Source: an optimization exercise on an open RTL-to-GDS flow (aim: small area). Production flows keep margins and buffers that such runs may drop. The RTL was checked by simulation tests, not by an equivalence proof against the original design. No activity file was given, so power comes from the tool's default toggle rates.

==> flow/design.v, too long to show whole: its modules and the start of the top module <==
// module fc_lane: 114 lines
// module fc_lane_x: 113 lines
// module fc_sum: 61 lines
// module conv_dp: 252 lines
// module pp8: 15 lines
// module fa: 3 lines
// module ha: 3 lines
// module npu: 207 lines
module npu (
    input  logic        clk,
    input  logic        rst_ni,
    input  logic        ena,
    input  logic        wea,
    input  logic [15:0] addra,
    input  logic [31:0] dina,
    output logic [31:0] douta
);
  // ...
==> flow/flow/run.sh <==
#!/bin/bash
# The standard ORFS layout (standard.sh), with different buffering:
#  - each port gets a sky130_fd_sc_hd__buf_1 buffer instead of buffer_ports' default cell;
#  - the constant-1 inputs of the adder cells share one tie cell per module (no tie fanout repair).
# repair_design, CTS and repair_timing run as in the standard flow.
set -euo pipefail
cp config.mk flow_config.mk
cat >> flow_config.mk <<'CFG'
export BUFFER_PORTS_ARGS = -buffer_cell sky130_fd_sc_hd__buf_1
export REMOVE_ABC_BUFFERS = 1
export SKIP_REPAIR_TIE_FANOUT = 1
CFG
sed "s#DESIGN_CONFIG=[^ ]*#DESIGN_CONFIG=$PWD/flow_config.mk#" standard.sh > flow_standard.sh
bash flow_standard.sh > flow_standard.log 2>&1
==> flow/standard.sh <==
#!/bin/bash
# synth_recipe.tcl (not shown) runs the flow's synth.tcl, then flattens the netlist and writes it again
# the make line also repeats each setting of config.mk as NAME=value (left out here)
make -C /OpenROAD-flow-scripts/flow DESIGN_CONFIG=/design/flow/config.mk WORK_HOME=/design/flow/orfs CLKGATE_MAP_FILE= SYNTH_SCRIPT=/design/flow/synth_recipe.tcl "${@:-finish}"
==> flow/config.mk <==
export PLATFORM = sky130hd
export DESIGN_NAME = npu
export DESIGN_NICKNAME = npu
export VERILOG_FILES = /design/flow/design.v
export SDC_FILE = /design/flow/constraint.sdc
export NUM_CORES = 4
export LEC_CHECK = 0
export CAP_MARGIN = 20
export CORE_MARGIN = 2
export CORE_UTILIZATION = 60
export CTS_BUF_LIST = sky130_fd_sc_hd__clkbuf_8
export CTS_CLUSTER_DIAMETER = 80
export CTS_CLUSTER_SIZE = 16
export GPL_TIMING_DRIVEN = 0
export PLACE_DENSITY = 0.75
export SLEW_MARGIN = 20
export SYNTH_HIERARCHICAL = 1
==> flow/constraint.sdc <==
create_clock -name core_clock -period 12.0 [get_ports {clk}]
set_input_delay 2.4000 -clock core_clock [delete_from_list [all_inputs] [get_ports {clk}]]
set_output_delay 2.4000 -clock core_clock [all_outputs]
set_load 0.01 [all_outputs]
==> results.py, run 1 <==
metrics = {
    "worst_setup_path": {
        "critPathKind": "reg -> reg",
        "ff2ff_path_depth": 27,
        "endpoint_kind": "register",
        "startpoint": "state[1]",
        "critPathLaunchType": "register",
        "critPathRequiredTime_ns": 12.57,
    },
    "die": {
        "start_util_pct": 60.9,
        "die_area_um2": 46700,
        "pin_count": 84,
    },
    "route": {
        "drc": 0,
        "dr.pass1.iters": 8,
        "routed_wl_mm": 68.0,
        "ant_nets": 0,
    },
    "finish": {
        "clk_share_pct": 2.13,
        "fillers": 3452,
        "area_share_nonclk_buffers_pct": 2.28,
    },
    "clocking": {
        "cts_hold_buf": 0,
        "tritoncts": "built",
    },
    "pwr": {
        "p_comb_share_pct": 8.7,
        "maxPowerGroup": "registers",
        "comb_power_mw": 0.204,
    },
    "min_path": {
        "hold_path_class": "reg -> reg",
        "hp-start": "conv_w[62]",
    },
    "timing": {
        "clock_skew_ns": 0.0631,
        "max_freq_mhz": 86.3,
    },
    "synthesis": {
        "synth_most_common_cell": "fa_1",
        "async_flop_share_pct": 0,
        "synth_edf_count": 176,
        "syn_inst": 2268,
    },
    "global_route": {
        "use_met1_pct": 41.2,
    },
    "outcome": {
        "status": "timing/DRC/antenna clean",
    },
    "placed_design": {
        "place.gp.congestion": 0.992,
    },
}
==> inputs of run 2 (changes only) <==
--- a/flow/config.mk
+++ b/flow/config.mk
@@ -8,10 +8,10 @@
 export CAP_MARGIN = 20
 export CORE_MARGIN = 2
-export CORE_UTILIZATION = 60
+export CORE_UTILIZATION = 70
 export CTS_BUF_LIST = sky130_fd_sc_hd__clkbuf_8
 export CTS_CLUSTER_DIAMETER = 80
 export CTS_CLUSTER_SIZE = 16
 export GPL_TIMING_DRIVEN = 0
-export PLACE_DENSITY = 0.75
+export PLACE_DENSITY = 0.85
 export SLEW_MARGIN = 20
 export SYNTH_HIERARCHICAL = 1
==> results.py, run 2 <==
metrics = {
    "outcome": {
        "status": "timing/DRC/antenna clean",
    },
    "min_path": {
        "hold_path_class": "reg -> reg",
        "hp-start": "conv_w[55]",
    },
    "global_route": {
        "grt_util_all_layers_pct": 34.5,
        "grt_pass1_vias": 19007,
        "gr-total-overflow": 0,
        "grt_pass1_wl_mm": 107,
        "grt_antenna_before_repair": 2,
        "grt_start_max_net_pins": 57,
    },
    "finish": {
        "final_cell_mix": "435 x fa_1, 408 x nor2_1, 201 x dfxtp_1, 176 x edfxtp_1, 133 x nand2_1",
        "final_cell_count_no_fill": 2744,
        "mostFrequentLayoutCell": "fa_1",
        "fillers": 2520,
        "drive_above_1_share_pct": 7.97,
        "fin_util_pct": 73.3,
        "fin_nets": 2759,
        "syn2layout_area_growth_pct": 2.83,
        "reg_top3": "acc: 72 flops, conv_w: 72 flops, img: 72 flops",
        "finish.instance_area_um2": 27800,
    },
    "timing": {
        "clock_skew_ns": 0.0267,
        "tns_ns": 0,
        "period_share_pct": 96.2,
        "setup_violations": 0,
        "hold_violations": 0,
        "tightest_slew_ns": 1.11,
        "fin_crit_ns": 11.55,
        "rsz0062_at_grt": "no",
        "worst_slack_ns": 0.453,
        "maxSlewViolCount": 0,
        "hold_ws_ns": 0.451,
        "slew_headroom_pct": 25.0,
        "max_freq_mhz": 86.6,
    },
    "die": {
        "die_w_um": 200,
        "fp.dieH_um": 200,
        "core_um2": 37800,
        "start_util_pct": 71.3,
        "die_area_um2": 40100,
        "pin_count": 84,
        "rows": 71,
    },
    "pwr": {
        "p_per_area_nw_per_um2": 82.9,
        "power.total_mw": 2.30,
        "vdd_drop_max_uv": 93.9,
        "leakage_nw": 11.2,
    },
    "synthesis": {
        "synth.cell_area_um2": 27000,
        "synth_edf_count": 176,
        "yosysSeqAreaShare_pct": 34.6,
        "async_flop_share_pct": 0,
        "yosysTopAreaCellShare_pct": 32.3,
        "syn_inst": 2268,
        "synth_top_cell_by_area": "fa_1",
        "yosys-top-cells-count": "435 x fa_1, 409 x nor2_1, 203 x dfxtp_1",
        "synth_area_leaders": "fa_1 32%, edfxtp_1 20%, dfxtp_1 15%, nor2_1 5.7%, mux2i_1 3.7%",
        "ys_types": 68,
        "avgSynthCellArea_um2": 11.9,
        "synth_most_common_cell": "fa_1",
        "synth.ff_latch_count": 379,
        "synth_flop_cell": "dfxtp_1",
        "yosys_warnings": 17,
    },
    "clocking": {
        "cts_setup_buffers": 0,
        "cts_hold_buf": 0,
        "clock_sinks": 379,
        "htreeDepth": 1,
        "ctsResizeCount": 0,
        "cts_buffer_depth": 3,
        "clk_latency_ns": 0.67,
        "tritoncts": "built",
        "clk_pin_slew_ns": 0.11,
        "root_buffer": "clkbuf_8",
        "numCtsBuffers": 29,
    },
    "worst_setup_path": {
        "startpoint": "state[2]",
        "worstPathArrival_ns": 12.11,
        "cp_max_fo": 17,
        "critPathLaunchType": "register",
        "r2r_start": "state[2]",
        "critPathRequiredTime_ns": 12.56,
        "critPathKind": "reg -> reg",
        "endpoint_kind": "register",
    },
    "run": {
        "max_cap_viol_count": 0,
    },
    "placed_design": {
        "portBuffers": 70,
        "dpl_cell_area_um2": 27200,
        "post-place-cells": 2694,
        "place.gp.congestion": 0.996,
        "hpwlAfterDp_mm": 52.2,
        "dp_slack_ns": 0.191,
    },
    "route": {
        "vias": 17785,
        "avgRoutedWirePerCell_um": 24.2,
        "drc": 0,
        "via_per_inst": 6.48,
        "drtIter0Drc": 1799,
        "dr.pass1.iters": 8,
        "routed_wl_mm": 66.3,
        "ant_nets": 0,
    },
}
-- run 2: layout make-up --
cell class | count | area (um2) | share of cell area (%)
multi-input combinational | 1689 | 16500 | 59.6
sequential | 379 | 9350 | 33.7
tap | 511 | 639 | 2.30
timing repair buffer | 89 | 609 | 2.20
clock buffer | 29 | 399 | 1.44
clock inverter | 20 | 103 | 0.370
inverter | 26 | 98.8 | 0.356
antenna | 1 | 2.50 | 0.00902
-- run 2: worst paths after layout --
check	end	slack (ns)	cells past startpoint
worst min register to register	conv_w[63]	0.45	0
worst max register to register	conv_x[19]	0.45	27
worst max-delay path	conv_x[19]	0.45	27
worst min-delay path	conv_w[63]	0.45	0
-- run 2: per-layer routing --
metal  vias to the layer above  global-route usage, %  part of all wire [%]
met3                       198                   8.64                    11
li1                       7517                      -                     -
met1                      9041                   46.1                    38
met2                      1027                   54.3                    47
met5                         -                      0                 0.012
met4                         2                   15.3                   5.0
-- run 2: cells by family after synthesis --
kind of cell             after synthesis  share of synthesized area (%)
AO/OA/AOI/OAI                        305                           7.79
flip-flops                           379                           34.6
buffers and inverters                200                           4.45
other                                  3                         0.0417
multiplexers                         139                           5.45
AND/OR/NAND/NOR                      741                           12.4
adder cells (fa/ha/maj)              493                           35.0
XOR/XNOR                               8                          0.287
-- run 2: Yosys stat by module (local to each module, per instance) --
module     area, um2  cells
conv_dp          495     56
npu            14500   1230
ha              12.5      1
fa              20.0      1
fc_sum           225     33
fc_lane          215     29
fc_lane_x       20.0      3
pp8              385     79
-- run 2: power by group --
part	total [mW]	internal (mW)	switching [mW]
registers	1.42	1.38	0.0421
logic	0.204	0.0840	0.120
clock network	0.675	0.231	0.444
total	2.30	1.70	0.606
-- run 2: worst max-delay path, stage by stage (launching register included) --
cell and delay (ns):
dfxtp_1 0.71, inv_1 0.26, or3_1 0.75, mux2i_1 0.32
a2bb2oi_1 0.82, nor2_1 0.16, fa_1 0.56, fa_1 0.43
fa_1 0.42, fa_1 0.39, fa_1 0.54, fa_1 0.60
fa_1 0.44, fa_1 0.49, ha_1 0.25, fa_1 0.39
fa_1 0.39, fa_1 0.39, fa_1 0.38, ha_1 0.22
fa_1 0.38, fa_1 0.40, fa_1 0.41, ha_1 0.21
fa_1 0.38, fa_1 0.39, ha_1 0.21, xor2_1 0.16
==> module fc_lane, before the edit <==
module fc_lane (
    input  logic [23:0] acc,
    input  logic        en,
    input  logic [7:0]  an,
    input  logic [7:0]  bn,
    output logic [23:0] acc_next,
    output logic [27:0] rw
);
  wire [23:0] acc_en = acc & {24{en}};
  wire [63:0] p;
  pp8 u_pp (.un(bn), .vn(an), .p(p));
  wire l_c2, l_s3, l_c4, l_c6, l_s7, l_c8, l_s9, l_c10, l_c12, l_s13, l_c14, l_s15;
  wire l_c16, l_s17, l_c18, l_c20, l_s21, l_c22, l_s23, l_c24, l_s25, l_c26, l_s27, l_c28;
  wire l_c30, l_s31, l_c32, l_s33, l_c34, l_s35, l_c36, l_s37, l_c38, l_s39, l_c40, l_s43;
  wire l_c44, l_s45, l_c46, l_s47, l_c48, l_s49, l_c50, l_s51, l_c52, l_s53, l_c54, l_c56;
  wire l_s57, l_c58, l_s59, l_c60, l_s61, l_c62, l_s63, l_c64, l_s65, l_c66, l_s67, l_c68;
  wire l_s71, l_c72, l_s73, l_c74, l_s75, l_c76, l_s77, l_c78, l_s79, l_c80, l_s83, l_c84;
  wire l_s85, l_c86, l_s87, l_c88, l_s89, l_c90, l_s93, l_c94, l_s95, l_c96, l_s97, l_c98;
  wire l_s101, l_c102, l_s103, l_c104, l_s107, l_c108, l_c112, l_c114, l_c116, l_c118, l_c120, l_c122;
  wire l_s123, l_c124, l_s125, l_c126, l_s127, l_c128, l_s129, l_c130, l_c132, l_c134, l_c136, l_c138;
  wire l_c140, l_c142, l_c144, l_c146, l_c148, l_c150, l_c152, l_c154, l_c156, l_c158, l_c160, l_c162;
  wire l_c164, l_c166, l_c168, l_c170, l_c172, l_c174, l_c176;
  fa u_l_s1 (.a(acc_en[1]), .b(p[1]), .c(p[8]), .s(rw[2]), .co(l_c2));
  fa u_l_s3 (.a(acc_en[2]), .b(p[2]), .c(p[9]), .s(l_s3), .co(l_c4));
  fa u_l_s5 (.a(p[16]), .b(l_c2), .c(l_s3), .s(rw[3]), .co(l_c6));
  fa u_l_s7 (.a(acc_en[3]), .b(p[3]), .c(p[10]), .s(l_s7), .co(l_c8));
  fa u_l_s9 (.a(p[17]), .b(p[24]), .c(l_c4), .s(l_s9), .co(l_c10));
  fa u_l_s11 (.a(l_s7), .b(l_c6), .c(l_s9), .s(rw[4]), .co(l_c12));
  fa u_l_s13 (.a(acc_en[4]), .b(p[4]), .c(p[11]), .s(l_s13), .co(l_c14));
  fa u_l_s15 (.a(p[18]), .b(p[25]), .c(p[32]), .s(l_s15), .co(l_c16));
  fa u_l_s17 (.a(l_c8), .b(l_s13), .c(l_s15), .s(l_s17), .co(l_c18));
  fa u_l_s19 (.a(l_c10), .b(l_s17), .c(l_c12), .s(rw[5]), .co(l_c20));
  fa u_l_s21 (.a(acc_en[5]), .b(p[5]), .c(p[12]), .s(l_s21), .co(l_c22));
  fa u_l_s23 (.a(p[19]), .b(p[26]), .c(p[33]), .s(l_s23), .co(l_c24));
  fa u_l_s25 (.a(p[40]), .b(l_c14), .c(l_c16), .s(l_s25), .co(l_c26));
  fa u_l_s27 (.a(l_s21), .b(l_s23), .c(l_c18), .s(l_s27), .co(l_c28));
  fa u_l_s29 (.a(l_s25), .b(l_s27), .c(l_c20), .s(rw[6]), .co(l_c30));
  fa u_l_s31 (.a(acc_en[6]), .b(p[6]), .c(p[13]), .s(l_s31), .co(l_c32));
  fa u_l_s33 (.a(p[20]), .b(p[27]), .c(p[34]), .s(l_s33), .co(l_c34));
  fa u_l_s35 (.a(p[41]), .b(p[48]), .c(l_c22), .s(l_s35), .co(l_c36));
  fa u_l_s37 (.a(l_c24), .b(l_s31), .c(l_s33), .s(l_s37), .co(l_c38));
  fa u_l_s39 (.a(l_c26), .b(l_s35), .c(l_s37), .s(l_s39), .co(l_c40));
  fa u_l_s41 (.a(l_c28), .b(l_s39), .c(l_c30), .s(rw[7]), .co(rw[8]));
  fa u_l_s43 (.a(acc_en[7]), .b(p[7]), .c(1'b1), .s(l_s43), .co(l_c44));
  fa u_l_s45 (.a(p[14]), .b(p[21]), .c(p[28]), .s(l_s45), .co(l_c46));
  fa u_l_s47 (.a(p[35]), .b(p[42]), .c(p[49]), .s(l_s47), .co(l_c48));
  fa u_l_s49 (.a(p[56]), .b(l_c32), .c(l_c34), .s(l_s49), .co(l_c50));
  fa u_l_s51 (.a(l_s43), .b(l_s45), .c(l_s47), .s(l_s51), .co(l_c52));
  fa u_l_s53 (.a(l_c36), .b(l_c38), .c(l_s49), .s(l_s53), .co(l_c54));
  fa u_l_s55 (.a(l_s51), .b(l_c40), .c(l_s53), .s(rw[9]), .co(l_c56));
  fa u_l_s57 (.a(acc_en[8]), .b(p[15]), .c(p[22]), .s(l_s57), .co(l_c58));
  fa u_l_s59 (.a(p[29]), .b(p[36]), .c(p[43]), .s(l_s59), .co(l_c60));
  fa u_l_s61 (.a(p[50]), .b(p[57]), .c(l_c44), .s(l_s61), .co(l_c62));
  fa u_l_s63 (.a(l_c46), .b(l_c48), .c(l_s57), .s(l_s63), .co(l_c64));
  fa u_l_s65 (.a(l_s59), .b(l_c50), .c(l_c52), .s(l_s65), .co(l_c66));
  fa u_l_s67 (.a(l_s61), .b(l_s63), .c(l_c54), .s(l_s67), .co(l_c68));
  fa u_l_s69 (.a(l_s65), .b(l_c56), .c(l_s67), .s(rw[10]), .co(rw[11]));
  fa u_l_s71 (.a(acc_en[9]), .b(p[23]), .c(p[30]), .s(l_s71), .co(l_c72));
  fa u_l_s73 (.a(p[37]), .b(p[44]), .c(p[51]), .s(l_s73), .co(l_c74));
  fa u_l_s75 (.a(p[58]), .b(l_c58), .c(l_c60), .s(l_s75), .co(l_c76));
  fa u_l_s77 (.a(l_s71), .b(l_s73), .c(l_c62), .s(l_s77), .co(l_c78));
  fa u_l_s79 (.a(l_c64), .b(l_s75), .c(l_s77), .s(l_s79), .co(l_c80));
  fa u_l_s81 (.a(l_c66), .b(l_c68), .c(l_s79), .s(rw[12]), .co(rw[13]));
  fa u_l_s83 (.a(acc_en[10]), .b(p[31]), .c(p[38]), .s(l_s83), .co(l_c84));
  fa u_l_s85 (.a(p[45]), .b(p[52]), .c(p[59]), .s(l_s85), .co(l_c86));
  fa u_l_s87 (.a(l_c72), .b(l_c74), .c(l_s83), .s(l_s87), .co(l_c88));
  fa u_l_s89 (.a(l_s85), .b(l_c76), .c(l_s87), .s(l_s89), .co(l_c90));
  fa u_l_s91 (.a(l_c78), .b(l_s89), .c(l_c80), .s(rw[14]), .co(rw[15]));
  fa u_l_s93 (.a(acc_en[11]), .b(p[39]), .c(p[46]), .s(l_s93), .co(l_c94));
  fa u_l_s95 (.a(p[53]), .b(p[60]), .c(l_c84), .s(l_s95), .co(l_c96));
  fa u_l_s97 (.a(l_c86), .b(l_s93), .c(l_c88), .s(l_s97), .co(l_c98));
  fa u_l_s99 (.a(l_s95), .b(l_c90), .c(l_s97), .s(rw[16]), .co(rw[17]));
  fa u_l_s101 (.a(acc_en[12]), .b(p[47]), .c(p[54]), .s(l_s101), .co(l_c102));
  fa u_l_s103 (.a(p[61]), .b(l_c94), .c(l_s101), .s(l_s103), .co(l_c104));
  fa u_l_s105 (.a(l_c96), .b(l_s103), .c(l_c98), .s(rw[18]), .co(rw[19]));
  fa u_l_s107 (.a(acc_en[13]), .b(p[55]), .c(p[62]), .s(l_s107), .co(l_c108));
  fa u_l_s109 (.a(l_c102), .b(l_s107), .c(l_c104), .s(rw[20]), .co(rw[21]));
  fa u_l_s111 (.a(acc_en[14]), .b(p[63]), .c(l_c108), .s(rw[22]), .co(l_c112));
  fa u_l_s113 (.a(acc_en[15]), .b(l_c112), .c(1'b1), .s(rw[23]), .co(l_c114));
  fa u_l_s115 (.a(acc_en[16]), .b(l_c114), .c(1'b1), .s(rw[24]), .co(l_c116));
  fa u_l_s117 (.a(acc_en[17]), .b(l_c116), .c(1'b1), .s(rw[25]), .co(l_c118));
  fa u_l_s119 (.a(acc_en[18]), .b(l_c118), .c(1'b1), .s(rw[26]), .co(l_c120));
  fa u_l_s121 (.a(acc_en[19]), .b(l_c120), .c(1'b1), .s(rw[27]), .co(l_c122));
  fa u_l_s123 (.a(acc_en[20]), .b(l_c122), .c(1'b1), .s(l_s123), .co(l_c124));
  fa u_l_s125 (.a(acc_en[21]), .b(l_c124), .c(1'b1), .s(l_s125), .co(l_c126));
  fa u_l_s127 (.a(acc_en[22]), .b(l_c126), .c(1'b1), .s(l_s127), .co(l_c128));
  fa u_l_s129 (.a(acc_en[23]), .b(l_c128), .c(1'b1), .s(l_s129), .co(l_c130));
  ha u_l_s131 (.a(acc_en[0]), .b(p[0]), .s(acc_next[0]), .co(l_c132));
  ha u_l_s133 (.a(rw[2]), .b(l_c132), .s(acc_next[1]), .co(l_c134));
  ha u_l_s135 (.a(rw[3]), .b(l_c134), .s(acc_next[2]), .co(l_c136));
  ha u_l_s137 (.a(rw[4]), .b(l_c136), .s(acc_next[3]), .co(l_c138));
  ha u_l_s139 (.a(rw[5]), .b(l_c138), .s(acc_next[4]), .co(l_c140));
  ha u_l_s141 (.a(rw[6]), .b(l_c140), .s(acc_next[5]), .co(l_c142));
  ha u_l_s143 (.a(rw[7]), .b(l_c142), .s(acc_next[6]), .co(l_c144));
  fa u_l_s145 (.a(rw[8]), .b(rw[9]), .c(l_c144), .s(acc_next[7]), .co(l_c146));
  ha u_l_s147 (.a(rw[10]), .b(l_c146), .s(acc_next[8]), .co(l_c148));
  fa u_l_s149 (.a(rw[11]), .b(rw[12]), .c(l_c148), .s(acc_next[9]), .co(l_c150));
  fa u_l_s151 (.a(rw[13]), .b(rw[14]), .c(l_c150), .s(acc_next[10]), .co(l_c152));
  fa u_l_s153 (.a(rw[15]), .b(rw[16]), .c(l_c152), .s(acc_next[11]), .co(l_c154));
  fa u_l_s155 (.a(rw[17]), .b(rw[18]), .c(l_c154), .s(acc_next[12]), .co(l_c156));
  fa u_l_s157 (.a(rw[19]), .b(rw[20]), .c(l_c156), .s(acc_next[13]), .co(l_c158));
  fa u_l_s159 (.a(rw[21]), .b(rw[22]), .c(l_c158), .s(acc_next[14]), .co(l_c160));
  ha u_l_s161 (.a(rw[23]), .b(l_c160), .s(acc_next[15]), .co(l_c162));
  ha u_l_s163 (.a(rw[24]), .b(l_c162), .s(acc_next[16]), .co(l_c164));
  ha u_l_s165 (.a(rw[25]), .b(l_c164), .s(acc_next[17]), .co(l_c166));
  ha u_l_s167 (.a(rw[26]), .b(l_c166), .s(acc_next[18]), .co(l_c168));
  ha u_l_s169 (.a(rw[27]), .b(l_c168), .s(acc_next[19]), .co(l_c170));
  ha u_l_s171 (.a(l_s123), .b(l_c170), .s(acc_next[20]), .co(l_c172));
  ha u_l_s173 (.a(l_s125), .b(l_c172), .s(acc_next[21]), .co(l_c174));
  ha u_l_s175 (.a(l_s127), .b(l_c174), .s(acc_next[22]), .co(l_c176));
  assign acc_next[23] = l_s129 ^ l_c176;
  assign rw[0] = acc_en[0];
  assign rw[1] = p[0];
endmodule
==> module fc_lane_x, before the edit <==
module fc_lane_x (
    input  logic [23:0] acc,
    input  logic [7:0]  an,
    input  logic [7:0]  bn,
    output logic [23:0] acc_next,
    output logic [27:0] rw
);
  wire [23:0] acc_en = acc;
  wire [63:0] p;
  pp8 u_pp (.un(bn), .vn(an), .p(p));
  wire l_c2, l_s3, l_c4, l_c6, l_s7, l_c8, l_s9, l_c10, l_c12, l_s13, l_c14, l_s15;
  wire l_c16, l_s17, l_c18, l_c20, l_s21, l_c22, l_s23, l_c24, l_s25, l_c26, l_s27, l_c28;
  wire l_c30, l_s31, l_c32, l_s33, l_c34, l_s35, l_c36, l_s37, l_c38, l_s39, l_c40, l_s43;
  wire l_c44, l_s45, l_c46, l_s47, l_c48, l_s49, l_c50, l_s51, l_c52, l_s53, l_c54, l_c56;
  wire l_s57, l_c58, l_s59, l_c60, l_s61, l_c62, l_s63, l_c64, l_s65, l_c66, l_s67, l_c68;
  wire l_s71, l_c72, l_s73, l_c74, l_s75, l_c76, l_s77, l_c78, l_s79, l_c80, l_s83, l_c84;
  wire l_s85, l_c86, l_s87, l_c88, l_s89, l_c90, l_s93, l_c94, l_s95, l_c96, l_s97, l_c98;
  wire l_s101, l_c102, l_s103, l_c104, l_s107, l_c108, l_c112, l_c114, l_c116, l_c118, l_c120, l_c122;
  wire l_s123, l_c124, l_s125, l_c126, l_s127, l_c128, l_s129, l_c130, l_c132, l_c134, l_c136, l_c138;
  wire l_c140, l_c142, l_c144, l_c146, l_c148, l_c150, l_c152, l_c154, l_c156, l_c158, l_c160, l_c162;
  wire l_c164, l_c166, l_c168, l_c170, l_c172, l_c174, l_c176;
  fa u_l_s1 (.a(acc_en[1]), .b(p[1]), .c(p[8]), .s(rw[2]), .co(l_c2));
  fa u_l_s3 (.a(acc_en[2]), .b(p[2]), .c(p[9]), .s(l_s3), .co(l_c4));
  fa u_l_s5 (.a(p[16]), .b(l_c2), .c(l_s3), .s(rw[3]), .co(l_c6));
  fa u_l_s7 (.a(acc_en[3]), .b(p[3]), .c(p[10]), .s(l_s7), .co(l_c8));
  fa u_l_s9 (.a(p[17]), .b(p[24]), .c(l_c4), .s(l_s9), .co(l_c10));
  fa u_l_s11 (.a(l_s7), .b(l_c6), .c(l_s9), .s(rw[4]), .co(l_c12));
  fa u_l_s13 (.a(acc_en[4]), .b(p[4]), .c(p[11]), .s(l_s13), .co(l_c14));
  fa u_l_s15 (.a(p[18]), .b(p[25]), .c(p[32]), .s(l_s15), .co(l_c16));
  fa u_l_s17 (.a(l_c8), .b(l_s13), .c(l_s15), .s(l_s17), .co(l_c18));
  fa u_l_s19 (.a(l_c10), .b(l_s17), .c(l_c12), .s(rw[5]), .co(l_c20));
  fa u_l_s21 (.a(acc_en[5]), .b(p[5]), .c(p[12]), .s(l_s21), .co(l_c22));
  fa u_l_s23 (.a(p[19]), .b(p[26]), .c(p[33]), .s(l_s23), .co(l_c24));
  fa u_l_s25 (.a(p[40]), .b(l_c14), .c(l_c16), .s(l_s25), .co(l_c26));
  fa u_l_s27 (.a(l_s21), .b(l_s23), .c(l_c18), .s(l_s27), .co(l_c28));
  fa u_l_s29 (.a(l_s25), .b(l_s27), .c(l_c20), .s(rw[6]), .co(l_c30));
  fa u_l_s31 (.a(acc_en[6]), .b(p[6]), .c(p[13]), .s(l_s31), .co(l_c32));
  fa u_l_s33 (.a(p[20]), .b(p[27]), .c(p[34]), .s(l_s33), .co(l_c34));
  fa u_l_s35 (.a(p[41]), .b(p[48]), .c(l_c22), .s(l_s35), .co(l_c36));
  fa u_l_s37 (.a(l_c24), .b(l_s31), .c(l_s33), .s(l_s37), .co(l_c38));
  fa u_l_s39 (.a(l_c26), .b(l_s35), .c(l_s37), .s(l_s39), .co(l_c40));
  fa u_l_s41 (.a(l_c28), .b(l_s39), .c(l_c30), .s(rw[7]), .co(rw[8]));
  fa u_l_s43 (.a(acc_en[7]), .b(p[7]), .c(1'b1), .s(l_s43), .co(l_c44));
  fa u_l_s45 (.a(p[14]), .b(p[21]), .c(p[28]), .s(l_s45), .co(l_c46));
  fa u_l_s47 (.a(p[35]), .b(p[42]), .c(p[49]), .s(l_s47), .co(l_c48));
  fa u_l_s49 (.a(p[56]), .b(l_c32), .c(l_c34), .s(l_s49), .co(l_c50));
  fa u_l_s51 (.a(l_s43), .b(l_s45), .c(l_s47), .s(l_s51), .co(l_c52));
  fa u_l_s53 (.a(l_c36), .b(l_c38), .c(l_s49), .s(l_s53), .co(l_c54));
  fa u_l_s55 (.a(l_s51), .b(l_c40), .c(l_s53), .s(rw[9]), .co(l_c56));
  fa u_l_s57 (.a(acc_en[8]), .b(p[15]), .c(p[22]), .s(l_s57), .co(l_c58));
  fa u_l_s59 (.a(p[29]), .b(p[36]), .c(p[43]), .s(l_s59), .co(l_c60));
  fa u_l_s61 (.a(p[50]), .b(p[57]), .c(l_c44), .s(l_s61), .co(l_c62));
  fa u_l_s63 (.a(l_c46), .b(l_c48), .c(l_s57), .s(l_s63), .co(l_c64));
  fa u_l_s65 (.a(l_s59), .b(l_c50), .c(l_c52), .s(l_s65), .co(l_c66));
  fa u_l_s67 (.a(l_s61), .b(l_s63), .c(l_c54), .s(l_s67), .co(l_c68));
  fa u_l_s69 (.a(l_s65), .b(l_c56), .c(l_s67), .s(rw[10]), .co(rw[11]));
  fa u_l_s71 (.a(acc_en[9]), .b(p[23]), .c(p[30]), .s(l_s71), .co(l_c72));
  fa u_l_s73 (.a(p[37]), .b(p[44]), .c(p[51]), .s(l_s73), .co(l_c74));
  fa u_l_s75 (.a(p[58]), .b(l_c58), .c(l_c60), .s(l_s75), .co(l_c76));
  fa u_l_s77 (.a(l_s71), .b(l_s73), .c(l_c62), .s(l_s77), .co(l_c78));
  fa u_l_s79 (.a(l_c64), .b(l_s75), .c(l_s77), .s(l_s79), .co(l_c80));
  fa u_l_s81 (.a(l_c66), .b(l_c68), .c(l_s79), .s(rw[12]), .co(rw[13]));
  fa u_l_s83 (.a(acc_en[10]), .b(p[31]), .c(p[38]), .s(l_s83), .co(l_c84));
  fa u_l_s85 (.a(p[45]), .b(p[52]), .c(p[59]), .s(l_s85), .co(l_c86));
  fa u_l_s87 (.a(l_c72), .b(l_c74), .c(l_s83), .s(l_s87), .co(l_c88));
  fa u_l_s89 (.a(l_s85), .b(l_c76), .c(l_s87), .s(l_s89), .co(l_c90));
  fa u_l_s91 (.a(l_c78), .b(l_s89), .c(l_c80), .s(rw[14]), .co(rw[15]));
  fa u_l_s93 (.a(acc_en[11]), .b(p[39]), .c(p[46]), .s(l_s93), .co(l_c94));
  fa u_l_s95 (.a(p[53]), .b(p[60]), .c(l_c84), .s(l_s95), .co(l_c96));
  fa u_l_s97 (.a(l_c86), .b(l_s93), .c(l_c88), .s(l_s97), .co(l_c98));
  fa u_l_s99 (.a(l_s95), .b(l_c90), .c(l_s97), .s(rw[16]), .co(rw[17]));
  fa u_l_s101 (.a(acc_en[12]), .b(p[47]), .c(p[54]), .s(l_s101), .co(l_c102));
  fa u_l_s103 (.a(p[61]), .b(l_c94), .c(l_s101), .s(l_s103), .co(l_c104));
  fa u_l_s105 (.a(l_c96), .b(l_s103), .c(l_c98), .s(rw[18]), .co(rw[19]));
  fa u_l_s107 (.a(acc_en[13]), .b(p[55]), .c(p[62]), .s(l_s107), .co(l_c108));
  fa u_l_s109 (.a(l_c102), .b(l_s107), .c(l_c104), .s(rw[20]), .co(rw[21]));
  fa u_l_s111 (.a(acc_en[14]), .b(p[63]), .c(l_c108), .s(rw[22]), .co(l_c112));
  fa u_l_s113 (.a(acc_en[15]), .b(l_c112), .c(1'b1), .s(rw[23]), .co(l_c114));
  fa u_l_s115 (.a(acc_en[16]), .b(l_c114), .c(1'b1), .s(rw[24]), .co(l_c116));
  fa u_l_s117 (.a(acc_en[17]), .b(l_c116), .c(1'b1), .s(rw[25]), .co(l_c118));
  fa u_l_s119 (.a(acc_en[18]), .b(l_c118), .c(1'b1), .s(rw[26]), .co(l_c120));
  fa u_l_s121 (.a(acc_en[19]), .b(l_c120), .c(1'b1), .s(rw[27]), .co(l_c122));
  fa u_l_s123 (.a(acc_en[20]), .b(l_c122), .c(1'b1), .s(l_s123), .co(l_c124));
  fa u_l_s125 (.a(acc_en[21]), .b(l_c124), .c(1'b1), .s(l_s125), .co(l_c126));
  fa u_l_s127 (.a(acc_en[22]), .b(l_c126), .c(1'b1), .s(l_s127), .co(l_c128));
  fa u_l_s129 (.a(acc_en[23]), .b(l_c128), .c(1'b1), .s(l_s129), .co(l_c130));
  ha u_l_s131 (.a(acc_en[0]), .b(p[0]), .s(acc_next[0]), .co(l_c132));
  ha u_l_s133 (.a(rw[2]), .b(l_c132), .s(acc_next[1]), .co(l_c134));
  ha u_l_s135 (.a(rw[3]), .b(l_c134), .s(acc_next[2]), .co(l_c136));
  ha u_l_s137 (.a(rw[4]), .b(l_c136), .s(acc_next[3]), .co(l_c138));
  ha u_l_s139 (.a(rw[5]), .b(l_c138), .s(acc_next[4]), .co(l_c140));
  ha u_l_s141 (.a(rw[6]), .b(l_c140), .s(acc_next[5]), .co(l_c142));
  ha u_l_s143 (.a(rw[7]), .b(l_c142), .s(acc_next[6]), .co(l_c144));
  fa u_l_s145 (.a(rw[8]), .b(rw[9]), .c(l_c144), .s(acc_next[7]), .co(l_c146));
  ha u_l_s147 (.a(rw[10]), .b(l_c146), .s(acc_next[8]), .co(l_c148));
  fa u_l_s149 (.a(rw[11]), .b(rw[12]), .c(l_c148), .s(acc_next[9]), .co(l_c150));
  fa u_l_s151 (.a(rw[13]), .b(rw[14]), .c(l_c150), .s(acc_next[10]), .co(l_c152));
  fa u_l_s153 (.a(rw[15]), .b(rw[16]), .c(l_c152), .s(acc_next[11]), .co(l_c154));
  fa u_l_s155 (.a(rw[17]), .b(rw[18]), .c(l_c154), .s(acc_next[12]), .co(l_c156));
  fa u_l_s157 (.a(rw[19]), .b(rw[20]), .c(l_c156), .s(acc_next[13]), .co(l_c158));
  fa u_l_s159 (.a(rw[21]), .b(rw[22]), .c(l_c158), .s(acc_next[14]), .co(l_c160));
  ha u_l_s161 (.a(rw[23]), .b(l_c160), .s(acc_next[15]), .co(l_c162));
  ha u_l_s163 (.a(rw[24]), .b(l_c162), .s(acc_next[16]), .co(l_c164));
  ha u_l_s165 (.a(rw[25]), .b(l_c164), .s(acc_next[17]), .co(l_c166));
  ha u_l_s167 (.a(rw[26]), .b(l_c166), .s(acc_next[18]), .co(l_c168));
  ha u_l_s169 (.a(rw[27]), .b(l_c168), .s(acc_next[19]), .co(l_c170));
  ha u_l_s171 (.a(l_s123), .b(l_c170), .s(acc_next[20]), .co(l_c172));
  ha u_l_s173 (.a(l_s125), .b(l_c172), .s(acc_next[21]), .co(l_c174));
  ha u_l_s175 (.a(l_s127), .b(l_c174), .s(acc_next[22]), .co(l_c176));
  assign acc_next[23] = l_s129 ^ l_c176;
  assign rw[0] = acc_en[0];
  assign rw[1] = p[0];
endmodule
==> inputs of run 3 (changes only) <==
--- a/flow/design.v
+++ b/flow/design.v
@@ -42,9 +42,10 @@
   fa u_l_s39 (.a(l_c26), .b(l_s35), .c(l_s37), .s(l_s39), .co(l_c40));
   fa u_l_s41 (.a(l_c28), .b(l_s39), .c(l_c30), .s(rw[7]), .co(rw[8]));
-  fa u_l_s43 (.a(acc_en[7]), .b(p[7]), .c(1'b1), .s(l_s43), .co(l_c44));
+  xnor_cell u_l_s43 (.a(acc_en[7]), .b(p[7]), .y(l_s43));
+  or_cell u_l_c44 (.a(acc_en[7]), .b(p[7]), .y(l_c44));
   fa u_l_s45 (.a(p[14]), .b(p[21]), .c(p[28]), .s(l_s45), .co(l_c46));
   fa u_l_s47 (.a(p[35]), .b(p[42]), .c(p[49]), .s(l_s47), .co(l_c48));
-  fa u_l_s49 (.a(p[56]), .b(l_c32), .c(l_c34), .s(l_s49), .co(l_c50));
-  fa u_l_s51 (.a(l_s43), .b(l_s45), .c(l_s47), .s(l_s51), .co(l_c52));
+  fa u_l_s49 (.a(p[56]), .b(l_s43), .c(l_c32), .s(l_s49), .co(l_c50));
+  fa u_l_s51 (.a(l_c34), .b(l_s45), .c(l_s47), .s(l_s51), .co(l_c52));
   fa u_l_s53 (.a(l_c36), .b(l_c38), .c(l_s49), .s(l_s53), .co(l_c54));
   fa u_l_s55 (.a(l_s51), .b(l_c40), .c(l_s53), .s(rw[9]), .co(l_c56));
@@ -53,7 +54,7 @@
   fa u_l_s61 (.a(p[50]), .b(p[57]), .c(l_c44), .s(l_s61), .co(l_c62));
   fa u_l_s63 (.a(l_c46), .b(l_c48), .c(l_s57), .s(l_s63), .co(l_c64));
-  fa u_l_s65 (.a(l_s59), .b(l_c50), .c(l_c52), .s(l_s65), .co(l_c66));
-  fa u_l_s67 (.a(l_s61), .b(l_s63), .c(l_c54), .s(l_s67), .co(l_c68));
-  fa u_l_s69 (.a(l_s65), .b(l_c56), .c(l_s67), .s(rw[10]), .co(rw[11]));
+  fa u_l_s65 (.a(l_s59), .b(l_s61), .c(l_c50), .s(l_s65), .co(l_c66));
+  fa u_l_s67 (.a(l_c52), .b(l_s63), .c(l_s65), .s(l_s67), .co(l_c68));
+  fa u_l_s69 (.a(l_c54), .b(l_c56), .c(l_s67), .s(rw[10]), .co(rw[11]));
   fa u_l_s71 (.a(acc_en[9]), .b(p[23]), .c(p[30]), .s(l_s71), .co(l_c72));
   fa u_l_s73 (.a(p[37]), .b(p[44]), .c(p[51]), .s(l_s73), .co(l_c74));
@@ -61,5 +62,5 @@
   fa u_l_s77 (.a(l_s71), .b(l_s73), .c(l_c62), .s(l_s77), .co(l_c78));
   fa u_l_s79 (.a(l_c64), .b(l_s75), .c(l_s77), .s(l_s79), .co(l_c80));
-  fa u_l_s81 (.a(l_c66), .b(l_c68), .c(l_s79), .s(rw[12]), .co(rw[13]));
+  fa u_l_s81 (.a(l_c66), .b(l_s79), .c(l_c68), .s(rw[12]), .co(rw[13]));
   fa u_l_s83 (.a(acc_en[10]), .b(p[31]), .c(p[38]), .s(l_s83), .co(l_c84));
   fa u_l_s85 (.a(p[45]), .b(p[52]), .c(p[59]), .s(l_s85), .co(l_c86));
@@ -77,13 +78,22 @@
   fa u_l_s109 (.a(l_c102), .b(l_s107), .c(l_c104), .s(rw[20]), .co(rw[21]));
   fa u_l_s111 (.a(acc_en[14]), .b(p[63]), .c(l_c108), .s(rw[22]), .co(l_c112));
-  fa u_l_s113 (.a(acc_en[15]), .b(l_c112), .c(1'b1), .s(rw[23]), .co(l_c114));
-  fa u_l_s115 (.a(acc_en[16]), .b(l_c114), .c(1'b1), .s(rw[24]), .co(l_c116));
-  fa u_l_s117 (.a(acc_en[17]), .b(l_c116), .c(1'b1), .s(rw[25]), .co(l_c118));
-  fa u_l_s119 (.a(acc_en[18]), .b(l_c118), .c(1'b1), .s(rw[26]), .co(l_c120));
-  fa u_l_s121 (.a(acc_en[19]), .b(l_c120), .c(1'b1), .s(rw[27]), .co(l_c122));
-  fa u_l_s123 (.a(acc_en[20]), .b(l_c122), .c(1'b1), .s(l_s123), .co(l_c124));
-  fa u_l_s125 (.a(acc_en[21]), .b(l_c124), .c(1'b1), .s(l_s125), .co(l_c126));
-  fa u_l_s127 (.a(acc_en[22]), .b(l_c126), .c(1'b1), .s(l_s127), .co(l_c128));
-  fa u_l_s129 (.a(acc_en[23]), .b(l_c128), .c(1'b1), .s(l_s129), .co(l_c130));
+  xnor_cell u_l_s113 (.a(acc_en[15]), .b(l_c112), .y(rw[23]));
+  or_cell u_l_c114 (.a(acc_en[15]), .b(l_c112), .y(l_c114));
+  xnor_cell u_l_s115 (.a(acc_en[16]), .b(l_c114), .y(rw[24]));
+  or_cell u_l_c116 (.a(acc_en[16]), .b(l_c114), .y(l_c116));
+  xnor_cell u_l_s117 (.a(acc_en[17]), .b(l_c116), .y(rw[25]));
+  or_cell u_l_c118 (.a(acc_en[17]), .b(l_c116), .y(l_c118));
+  xnor_cell u_l_s119 (.a(acc_en[18]), .b(l_c118), .y(rw[26]));
+  or_cell u_l_c120 (.a(acc_en[18]), .b(l_c118), .y(l_c120));
+  xnor_cell u_l_s121 (.a(acc_en[19]), .b(l_c120), .y(rw[27]));
+  or_cell u_l_c122 (.a(acc_en[19]), .b(l_c120), .y(l_c122));
+  xnor_cell u_l_s123 (.a(acc_en[20]), .b(l_c122), .y(l_s123));
+  or_cell u_l_c124 (.a(acc_en[20]), .b(l_c122), .y(l_c124));
+  xnor_cell u_l_s125 (.a(acc_en[21]), .b(l_c124), .y(l_s125));
+  or_cell u_l_c126 (.a(acc_en[21]), .b(l_c124), .y(l_c126));
+  xnor_cell u_l_s127 (.a(acc_en[22]), .b(l_c126), .y(l_s127));
+  or_cell u_l_c128 (.a(acc_en[22]), .b(l_c126), .y(l_c128));
+  xnor_cell u_l_s129 (.a(acc_en[23]), .b(l_c128), .y(l_s129));
+  or_cell u_l_c130 (.a(acc_en[23]), .b(l_c128), .y(l_c130));
   ha u_l_s131 (.a(acc_en[0]), .b(p[0]), .s(acc_next[0]), .co(l_c132));
   ha u_l_s133 (.a(rw[2]), .b(l_c132), .s(acc_next[1]), .co(l_c134));
@@ -155,9 +165,10 @@
   fa u_l_s39 (.a(l_c26), .b(l_s35), .c(l_s37), .s(l_s39), .co(l_c40));
   fa u_l_s41 (.a(l_c28), .b(l_s39), .c(l_c30), .s(rw[7]), .co(rw[8]));
-  fa u_l_s43 (.a(acc_en[7]), .b(p[7]), .c(1'b1), .s(l_s43), .co(l_c44));
+  xnor_cell u_l_s43 (.a(acc_en[7]), .b(p[7]), .y(l_s43));
+  or_cell u_l_c44 (.a(acc_en[7]), .b(p[7]), .y(l_c44));
   fa u_l_s45 (.a(p[14]), .b(p[21]), .c(p[28]), .s(l_s45), .co(l_c46));
   fa u_l_s47 (.a(p[35]), .b(p[42]), .c(p[49]), .s(l_s47), .co(l_c48));
-  fa u_l_s49 (.a(p[56]), .b(l_c32), .c(l_c34), .s(l_s49), .co(l_c50));
-  fa u_l_s51 (.a(l_s43), .b(l_s45), .c(l_s47), .s(l_s51), .co(l_c52));
+  fa u_l_s49 (.a(p[56]), .b(l_s43), .c(l_c32), .s(l_s49), .co(l_c50));
+  fa u_l_s51 (.a(l_c34), .b(l_s45), .c(l_s47), .s(l_s51), .co(l_c52));
   fa u_l_s53 (.a(l_c36), .b(l_c38), .c(l_s49), .s(l_s53), .co(l_c54));
   fa u_l_s55 (.a(l_s51), .b(l_c40), .c(l_s53), .s(rw[9]), .co(l_c56));
@@ -166,7 +177,7 @@
   fa u_l_s61 (.a(p[50]), .b(p[57]), .c(l_c44), .s(l_s61), .co(l_c62));
   fa u_l_s63 (.a(l_c46), .b(l_c48), .c(l_s57), .s(l_s63), .co(l_c64));
-  fa u_l_s65 (.a(l_s59), .b(l_c50), .c(l_c52), .s(l_s65), .co(l_c66));
-  fa u_l_s67 (.a(l_s61), .b(l_s63), .c(l_c54), .s(l_s67), .co(l_c68));
-  fa u_l_s69 (.a(l_s65), .b(l_c56), .c(l_s67), .s(rw[10]), .co(rw[11]));
+  fa u_l_s65 (.a(l_s59), .b(l_s61), .c(l_c50), .s(l_s65), .co(l_c66));
+  fa u_l_s67 (.a(l_c52), .b(l_s63), .c(l_s65), .s(l_s67), .co(l_c68));
+  fa u_l_s69 (.a(l_c54), .b(l_c56), .c(l_s67), .s(rw[10]), .co(rw[11]));
   fa u_l_s71 (.a(acc_en[9]), .b(p[23]), .c(p[30]), .s(l_s71), .co(l_c72));
   fa u_l_s73 (.a(p[37]), .b(p[44]), .c(p[51]), .s(l_s73), .co(l_c74));
@@ -174,5 +185,5 @@
   fa u_l_s77 (.a(l_s71), .b(l_s73), .c(l_c62), .s(l_s77), .co(l_c78));
   fa u_l_s79 (.a(l_c64), .b(l_s75), .c(l_s77), .s(l_s79), .co(l_c80));
-  fa u_l_s81 (.a(l_c66), .b(l_c68), .c(l_s79), .s(rw[12]), .co(rw[13]));
+  fa u_l_s81 (.a(l_c66), .b(l_s79), .c(l_c68), .s(rw[12]), .co(rw[13]));
   fa u_l_s83 (.a(acc_en[10]), .b(p[31]), .c(p[38]), .s(l_s83), .co(l_c84));
   fa u_l_s85 (.a(p[45]), .b(p[52]), .c(p[59]), .s(l_s85), .co(l_c86));
@@ -190,13 +201,22 @@
   fa u_l_s109 (.a(l_c102), .b(l_s107), .c(l_c104), .s(rw[20]), .co(rw[21]));
   fa u_l_s111 (.a(acc_en[14]), .b(p[63]), .c(l_c108), .s(rw[22]), .co(l_c112));
-  fa u_l_s113 (.a(acc_en[15]), .b(l_c112), .c(1'b1), .s(rw[23]), .co(l_c114));
-  fa u_l_s115 (.a(acc_en[16]), .b(l_c114), .c(1'b1), .s(rw[24]), .co(l_c116));
-  fa u_l_s117 (.a(acc_en[17]), .b(l_c116), .c(1'b1), .s(rw[25]), .co(l_c118));
-  fa u_l_s119 (.a(acc_en[18]), .b(l_c118), .c(1'b1), .s(rw[26]), .co(l_c120));
-  fa u_l_s121 (.a(acc_en[19]), .b(l_c120), .c(1'b1), .s(rw[27]), .co(l_c122));
-  fa u_l_s123 (.a(acc_en[20]), .b(l_c122), .c(1'b1), .s(l_s123), .co(l_c124));
-  fa u_l_s125 (.a(acc_en[21]), .b(l_c124), .c(1'b1), .s(l_s125), .co(l_c126));
-  fa u_l_s127 (.a(acc_en[22]), .b(l_c126), .c(1'b1), .s(l_s127), .co(l_c128));
-  fa u_l_s129 (.a(acc_en[23]), .b(l_c128), .c(1'b1), .s(l_s129), .co(l_c130));
+  xnor_cell u_l_s113 (.a(acc_en[15]), .b(l_c112), .y(rw[23]));
+  or_cell u_l_c114 (.a(acc_en[15]), .b(l_c112), .y(l_c114));
+  xnor_cell u_l_s115 (.a(acc_en[16]), .b(l_c114), .y(rw[24]));
+  or_cell u_l_c116 (.a(acc_en[16]), .b(l_c114), .y(l_c116));
+  xnor_cell u_l_s117 (.a(acc_en[17]), .b(l_c116), .y(rw[25]));
+  or_cell u_l_c118 (.a(acc_en[17]), .b(l_c116), .y(l_c118));
+  xnor_cell u_l_s119 (.a(acc_en[18]), .b(l_c118), .y(rw[26]));
+  or_cell u_l_c120 (.a(acc_en[18]), .b(l_c118), .y(l_c120));
+  xnor_cell u_l_s121 (.a(acc_en[19]), .b(l_c120), .y(rw[27]));
+  or_cell u_l_c122 (.a(acc_en[19]), .b(l_c120), .y(l_c122));
+  xnor_cell u_l_s123 (.a(acc_en[20]), .b(l_c122), .y(l_s123));
+  or_cell u_l_c124 (.a(acc_en[20]), .b(l_c122), .y(l_c124));
+  xnor_cell u_l_s125 (.a(acc_en[21]), .b(l_c124), .y(l_s125));
+  or_cell u_l_c126 (.a(acc_en[21]), .b(l_c124), .y(l_c126));
+  xnor_cell u_l_s127 (.a(acc_en[22]), .b(l_c126), .y(l_s127));
+  or_cell u_l_c128 (.a(acc_en[22]), .b(l_c126), .y(l_c128));
+  xnor_cell u_l_s129 (.a(acc_en[23]), .b(l_c128), .y(l_s129));
+  or_cell u_l_c130 (.a(acc_en[23]), .b(l_c128), .y(l_c130));
   ha u_l_s131 (.a(acc_en[0]), .b(p[0]), .s(acc_next[0]), .co(l_c132));
   ha u_l_s133 (.a(rw[2]), .b(l_c132), .s(acc_next[1]), .co(l_c134));
@@ -560,4 +580,10 @@
   assign {co, s} = {1'b0, a} + {1'b0, b};
 endmodule
+module xnor_cell (input logic a, input logic b, output logic y);
+  assign y = ~(a ^ b);
+endmodule
+module or_cell (input logic a, input logic b, output logic y);
+  assign y = a | b;
+endmodule
 module npu (
     input  logic        clk,
==> results.py, run 3 <==
metrics = {
    "outcome": {
        "status": "timing/DRC/antenna clean",
    },
    "synthesis": {
        "async_flop_share_pct": 0,
        "yosysSeqAreaShare_pct": 34.9,
        "syn_inst": 2292,
        "synth.ff_latch_count": 379,
        "synth_edf_count": 176,
        "avgSynthCellArea_um2": 11.7,
        "synth_flop_cell": "dfxtp_1",
        "yosys_warnings": 17,
        "synth.cell_area_um2": 26800,
        "yosys-top-cells-count": "409 x nor2_1, 405 x fa_1, 203 x dfxtp_1",
        "ys_types": 67,
        "synth_area_leaders": "fa_1 30%, edfxtp_1 20%, dfxtp_1 15%, nor2_1 5.7%, mux2i_1 3.7%",
        "synth_top_cell_by_area": "fa_1",
        "synth_most_common_cell": "nor2_1",
        "yosysTopAreaCellShare_pct": 30.2,
    },
    "finish": {
        "final_cell_count_no_fill": 2777,
        "syn2layout_area_growth_pct": 3.26,
        "multiInputGateArea_um2": 16400,
        "reg_top3": "acc: 72 flops, conv_w: 72 flops, img: 72 flops",
        "fin_nets": 2757,
        "regArea_um2": 9350,
        "drive_above_1_share_pct": 8.21,
        "mostFrequentLayoutCell": "nor2_1",
        "final_cell_mix": "408 x nor2_1, 405 x fa_1, 201 x dfxtp_1, 176 x edfxtp_1, 133 x nand2_1",
        "fin_util_pct": 73.5,
        "diodes": 0,
        "fillers": 2528,
    },
    "die": {
        "start_util_pct": 71.2,
        "core_um2": 37700,
        "rows": 71,
        "die_w_um": 200,
        "fp.dieH_um": 200,
        "die_area_um2": 39900,
        "pin_count": 84,
    },
    "worst_setup_path": {
        "worstPathArrival_ns": 12.23,
        "cp_max_fo": 17,
        "endpoint_kind": "register",
        "critPathRequiredTime_ns": 12.55,
        "critPathLaunchType": "register",
        "critPathKind": "reg -> reg",
        "ff2ff_path_depth": 27,
    },
    "timing": {
        "tightest_slew_ns": 1.18,
        "fin_crit_ns": 11.68,
        "tns_ns": 0,
        "hold_ws_ns": 0.440,
        "period_share_pct": 97.3,
        "maxSlewViolCount": 0,
        "setup_violations": 0,
        "max_freq_mhz": 85.6,
        "rsz0062_at_grt": "no",
        "slew_headroom_pct": 20.4,
        "hold_violations": 0,
        "clock_skew_ns": 0.0441,
    },
    "route": {
        "avgRoutedWirePerCell_um": 23.7,
        "routed_wl_mm": 65.9,
        "via_per_inst": 6.46,
        "drtIter0Drc": 2073,
        "vias": 17951,
        "drc": 0,
        "dr.pass1.iters": 8,
        "ant_nets": 0,
    },
    "pwr": {
        "power.total_mw": 2.23,
        "vdd_drop_max_uv": 74.7,
        "leakage_nw": 11.1,
        "p_per_area_nw_per_um2": 80.6,
    },
    "clocking": {
        "clock_sinks": 379,
        "clk_latency_ns": 0.68,
        "clk_pin_slew_ns": 0.11,
        "root_buffer": "clkbuf_8",
        "cts_setup_buffers": 0,
        "tritoncts": "built",
        "htreeDepth": 1,
        "numCtsBuffers": 31,
        "cts_buffer_depth": 3,
    },
    "global_route": {
        "gr-total-overflow": 0,
        "grt_pass1_vias": 18822,
        "grt_start_max_net_pins": 65,
        "grt_antenna_before_repair": 0,
        "grt_util_all_layers_pct": 35.2,
        "grt_pass1_wl_mm": 105,
    },
    "placed_design": {
        "portBuffers": 70,
        "hpwlAfterDp_mm": 51.8,
        "place.gp.congestion": 0.945,
        "post-place-cells": 2719,
    },
    "run": {
        "max_cap_viol_count": 0,
    },
    "min_path": {
        "holdPathStages": 0,
        "hold_path_class": "reg -> reg",
    },
}
-- run 3: per-layer routing --
| metal | routed length (um) | global-route usage [%] |
|---|---|---|
| met1 | 24900 | 47.4 |
| met2 | 30400 | 54.6 |
| met3 | 6330 | 6.89 |
| met4 | 4300 | 19.6 |
| met5 | 0 | 0 |
-- run 3: timing repair --
item | in CTS | in global routing
resized for setup | 0 | 3
hold buffers | 0 | 0
setup endpoints to repair | 0 | 2
hold endpoints to repair | 0 | 0
-- run 3: worst paths after layout --
| path | slack [ns] | from | endpoint |
|---|---|---|---|
| max | 0.32 | state[2] | conv_x[19] |
| min | 0.44 | conv_w[1] | conv_w[9] |
| max reg2reg | 0.32 | state[2] | conv_x[19] |
| min reg2reg | 0.44 | conv_w[1] | conv_w[9] |
-- run 3: logic make-up after synthesis --
family                   Yosys count  synth area share, %
XOR/XNOR                          38                 1.27
AND/OR/NAND/NOR                  768                 13.1
adder cells (fa/ha/maj)          463                 32.9
AO/OA/AOI/OAI                    305                 7.84
flip-flops                       379                 34.9
multiplexers                     139                 5.49
buffers and inverters            200                 4.48
-- run 3: Yosys stat by module, one instance, submodules excluded, a selection --
module	cell area, um2	copies in the design
npu	14500	1
ha	12.5	58
conv_dp	495	1
pp8	385	5
fc_sum	225	1
fc_lane_x	16.3	1
fa	20.0	405
fc_lane	211	2
-- run 3: cell type report --
cell class | instances | share of cell area, %
clock inverter | 25 | 0.619
sequential | 379 | 33.8
clock buffer | 32 | 1.59
tap | 511 | 2.31
multi-input combinational | 1713 | 59.1
timing repair buffer | 91 | 2.23
inverter | 26 | 0.357
-- run 3: stage by stage --
stage / cell area [um2] / worst slack, ns
2_1_floorplan: 25700 / -2.89
3_3_place_gp: 26600 / -6.94
3_5_place_dp: 27000 / 0.276
4_1_cts: 27700 / 0.250
5_1_grt: 27700 / 0.0404
6_report: 27700 / 0.325
-- run 3: worst max-delay path, stage by stage (launching register included) --
cell and delay (ns):
dfxtp_1 0.72, inv_1 0.26, or3_1 0.76, mux2i_1 0.32, a2bb2oi_1 0.91, nor2_1 0.16, fa_1 0.60, fa_1 0.44
fa_1 0.43, fa_1 0.39, fa_1 0.51, fa_1 0.58, fa_1 0.44, fa_1 0.49, ha_1 0.24, fa_1 0.38
fa_1 0.39, fa_1 0.38, fa_1 0.38, ha_1 0.22, fa_1 0.41, fa_1 0.40, fa_1 0.38, ha_1 0.20
fa_1 0.40, fa_1 0.39, ha_1 0.20, xor2_1 0.15
-- run 3: power by group --
group          total [mW]  internal, mW  leakage, nW  switching [mW]
Sequential           1.38          1.36         3.27          0.0192
Clock               0.754         0.281        0.361           0.473
Combinational      0.0943        0.0319         7.48          0.0624
==> inputs of run 4 (changes only) <==
--- a/flow/config.mk
+++ b/flow/config.mk
@@ -8,10 +8,10 @@
 export CAP_MARGIN = 20
 export CORE_MARGIN = 2
-export CORE_UTILIZATION = 70
+export CORE_UTILIZATION = 60
 export CTS_BUF_LIST = sky130_fd_sc_hd__clkbuf_8
 export CTS_CLUSTER_DIAMETER = 80
 export CTS_CLUSTER_SIZE = 16
 export GPL_TIMING_DRIVEN = 0
-export PLACE_DENSITY = 0.85
+export PLACE_DENSITY = 0.75
 export SLEW_MARGIN = 20
 export SYNTH_HIERARCHICAL = 1
==> results.py, run 4 <==
metrics = {
    "route": {
        "drc": 0,
        "routed_wl_mm": 67.4,
        "drtIter0Drc": 1599,
        "avgRoutedWirePerCell_um": 23.6,
        "vias": 17588,
        "dr.pass1.iters": 5,
        "via_per_inst": 6.16,
        "ant_nets": 0,
    },
    "synthesis": {
        "synth_area_leaders": "fa_1 30%, edfxtp_1 20%, dfxtp_1 15%, nor2_1 5.7%, mux2i_1 3.7%",
        "synth_top_cell_by_area": "fa_1",
        "yosys_warnings": 17,
        "yosys-top-cells-count": "409 x nor2_1, 405 x fa_1, 203 x dfxtp_1",
        "synth.ff_latch_count": 379,
        "synth_most_common_cell": "nor2_1",
        "synth_flop_cell": "dfxtp_1",
        "avgSynthCellArea_um2": 11.7,
        "yosysTopAreaCellShare_pct": 30.2,
        "synth_edf_count": 176,
        "yosysSeqAreaShare_pct": 34.9,
        "syn_inst": 2292,
        "async_flop_share_pct": 0,
        "synth.cell_area_um2": 26800,
        "ys_types": 67,
    },
    "min_path": {
        "hold_path_class": "reg -> reg",
        "holdPathStages": 0,
        "min_to": "conv_w[33]",
        "hp-start": "conv_w[25]",
    },
    "global_route": {
        "gr-total-overflow": 0,
        "grtUsageMet2_pct": 47.9,
        "grt_antenna_before_repair": 3,
        "grt_pass1_vias": 18550,
        "grt_use_met3_pct": 7.26,
        "use_met1_pct": 39.6,
        "top_usage_layer": "met2",
        "grt_start_max_net_pins": 65,
        "grt_pass1_wl_mm": 107,
        "grt_util_all_layers_pct": 30.1,
    },
    "placed_design": {
        "post-place-cells": 2798,
        "portBuffers": 70,
        "hpwlAfterDp_mm": 53.2,
        "place.gp.congestion": 0.984,
        "dpl_cell_area_um2": 27100,
    },
    "die": {
        "rows": 77,
        "fp.dieH_um": 215,
        "pin_count": 84,
        "die_w_um": 215,
        "core_um2": 44100,
        "die_area_um2": 46400,
        "start_util_pct": 60.8,
    },
    "timing": {
        "rsz0062_at_grt": "no",
        "slew_headroom_pct": 24.7,
        "maxSlewViolCount": 0,
        "setup_violations": 0,
        "max_freq_mhz": 87.0,
        "clock_skew_ns": 0.0280,
        "fin_crit_ns": 11.49,
        "tightest_slew_ns": 1.10,
        "hold_ws_ns": 0.448,
        "hold_violations": 0,
        "period_share_pct": 95.8,
    },
    "clocking": {
        "clock_sinks": 379,
        "htreeDepth": 1,
        "cts_hold_buf": 0,
        "clk_pin_slew_ns": 0.11,
        "numCtsBuffers": 30,
        "tritoncts": "built",
        "clk_latency_ns": 0.67,
        "cts_buffer_depth": 3,
        "root_buffer": "clkbuf_8",
    },
    "outcome": {
        "status": "timing/DRC/antenna clean",
    },
    "finish": {
        "finish.instance_area_um2": 27700,
        "drive_above_1_share_pct": 8.18,
        "regArea_um2": 9360,
        "fin_util_pct": 62.8,
        "fin_nets": 2754,
        "mostFrequentLayoutCell": "nor2_1",
        "multiInputGateArea_um2": 16400,
        "syn2layout_area_growth_pct": 3.42,
        "fillers": 3413,
        "reg_top3": "acc: 72 flops, conv_w: 72 flops, img: 72 flops",
        "final_cell_count_no_fill": 2856,
        "final_cell_mix": "408 x nor2_1, 405 x fa_1, 199 x dfxtp_1, 176 x edfxtp_1, 132 x nand2_1",
    },
    "worst_setup_path": {
        "critPathRequiredTime_ns": 12.57,
        "r2r_start": "take",
        "endpoint_kind": "register",
        "cp_common_cell": "fa_1",
        "cpPeakStageDelay_ns": 0.69,
        "r2r_end": "conv_x[19]",
        "cp_max_fo": 21,
        "startpoint": "take",
        "critPathLaunchType": "register",
        "ff2ff_path_depth": 29,
        "r2r_slack_ns": 0.51,
        "cp_slowest_cell": "dfxtp_2",
        "critPathKind": "reg -> reg",
        "worstPathArrival_ns": 12.06,
    },
    "pwr": {
        "seq_power_share_pct": 62.9,
        "power.switching_mw": 0.537,
        "p_per_area_nw_per_um2": 79.2,
        "p_comb_share_pct": 4.2,
        "power.total_mw": 2.20,
        "vdd_drop_max_uv": 74.1,
        "power.internal_mw": 1.66,
        "clkPwrFrac_pct": 33.0,
        "leakage_nw": 11.1,
        "p_sw_share_pct": 24.5,
    },
    "run": {
        "max_cap_viol_count": 0,
    },
}
## run 4: cell counts after synthesis
Identical to the previous run, type by type.
## run 4: per-stage QoR
step / TNS [ns] / worst slack (ns)
after detailed placement: 0 / 0.104
final: 0 / 0.507
after floorplan: -56.75 / -2.89
after global routing: 0 / 0.109
after CTS: 0 / 0.0624
after global placement: -326.24 / -7.16
## run 4: worst max-delay path by stage
stage	end	slack, ns	depth (start not counted)
after detailed placement	conv_x[19]	0.10	28
after floorplan	conv_x[19]	-2.89	25
final	conv_x[19]	0.51	29
after global routing	conv_x[19]	0.11	29
after global placement	conv_x[19]	-7.16	25
after CTS	conv_x[19]	0.06	28
## run 4: cell families after synthesis
family | after synthesis | share of synthesized area (%)
compound gates | 305 | 7.84
xor+xnor | 38 | 1.27
fa+ha+maj | 463 | 32.9
buf+inv | 200 | 4.48
flops | 379 | 34.9
mux | 139 | 5.49
simple gates | 768 | 13.1
## run 4: what timing repair did
item,CTS,global route
endpoints found under the setup margin,0,3
buffers inserted,0,0
gates resized for setup,0,8
## run 4: layout make-up
cell class | instances | share of cell area (%)
diodes | 2 | 0.0180
clock buffers | 30 | 1.49
clock inverters | 25 | 0.591
inverters | 26 | 0.356
multi-input cells | 1713 | 59.0
flip-flops and latches | 379 | 33.7
well taps | 592 | 2.67
repair buffers | 89 | 2.08
## run 4: worst max-delay path: cells and delay by family (launching register included)
kind,cells,cell delay [ns]
AOI/OAI and AO/OA,1,0.67
xor gates and xnor gates,1,0.16
adders and majority gates,22,8.59
buffers and inverters,2,0.47
DFF,1,0.69
muxes,1,0.35
and+or+nand+nor,2,0.39
## run 4: power groups by stage
stage	combinational, mW	sequential (mW)	clock [mW]
detailed placement	0.0910	1.41	0
global placement	0.0834	1.41	0
floorplan	0.0512	1.40	0
global route	0.100	1.38	0.780
CTS	0.0912	1.38	0.736
finish	0.0913	1.38	0.724
## run 4: modules after synthesis (local to each module, per instance), excerpt
module | flip-flops and latches | cell area [um2] | cells
fc_lane | 0 | 211 | 28
fc_sum | 0 | 225 | 33
xnor_cell | 0 | 8.76 | 1
npu | 379 | 14500 | 1230
conv_dp | 0 | 495 | 56
fc_lane_x | 0 | 16.3 | 2
or_cell | 0 | 6.26 | 1
ha | 0 | 12.5 | 1
## run 4: routing by layer
metal / vias up / share of wire, %
met5: - / 0.15
met4: 2 / 5.3
met3: 185 / 8.8
met2: 845 / 47
met1: 8953 / 39
li1: 7603 / -

-- re-timing with driven ports --
How much do the figures lean on ideal ports? The routed layouts below were timed once more, with nothing changed but the port constraints. Step 1 (the two cells are an assumption about what drives the block):
set clk [get_ports {clk}]
set_driving_cell -lib_cell sky130_fd_sc_hd__clkbuf_16 $clk
set_driving_cell -lib_cell sky130_fd_sc_hd__buf_2 [delete_from_list [all_inputs] $clk]
Step 2, shift: input delay + t, output delay - t, t = (earliest + latest rising clock arrival at the registers) / 2. This alone moves slack from input paths to output paths. Three values: ideal ports, drivers, drivers and shift; two values: the first two.
run | t (ns) | setup WS [ns] | worst data-port slew with drivers (ns)
run 1 | 0.708 | 0.415 / 0.415 / 0.415 | 0.04
run 2 | 0.708 | 0.453 / 0.453 / 0.453 | 0.04
run 3 | 0.713 | 0.325 / 0.325 / 0.325 | 0.05
run 4 | 0.712 | 0.507 / 0.507 / 0.507 | 0.07
After both steps setup and hold are still met in every run listed.
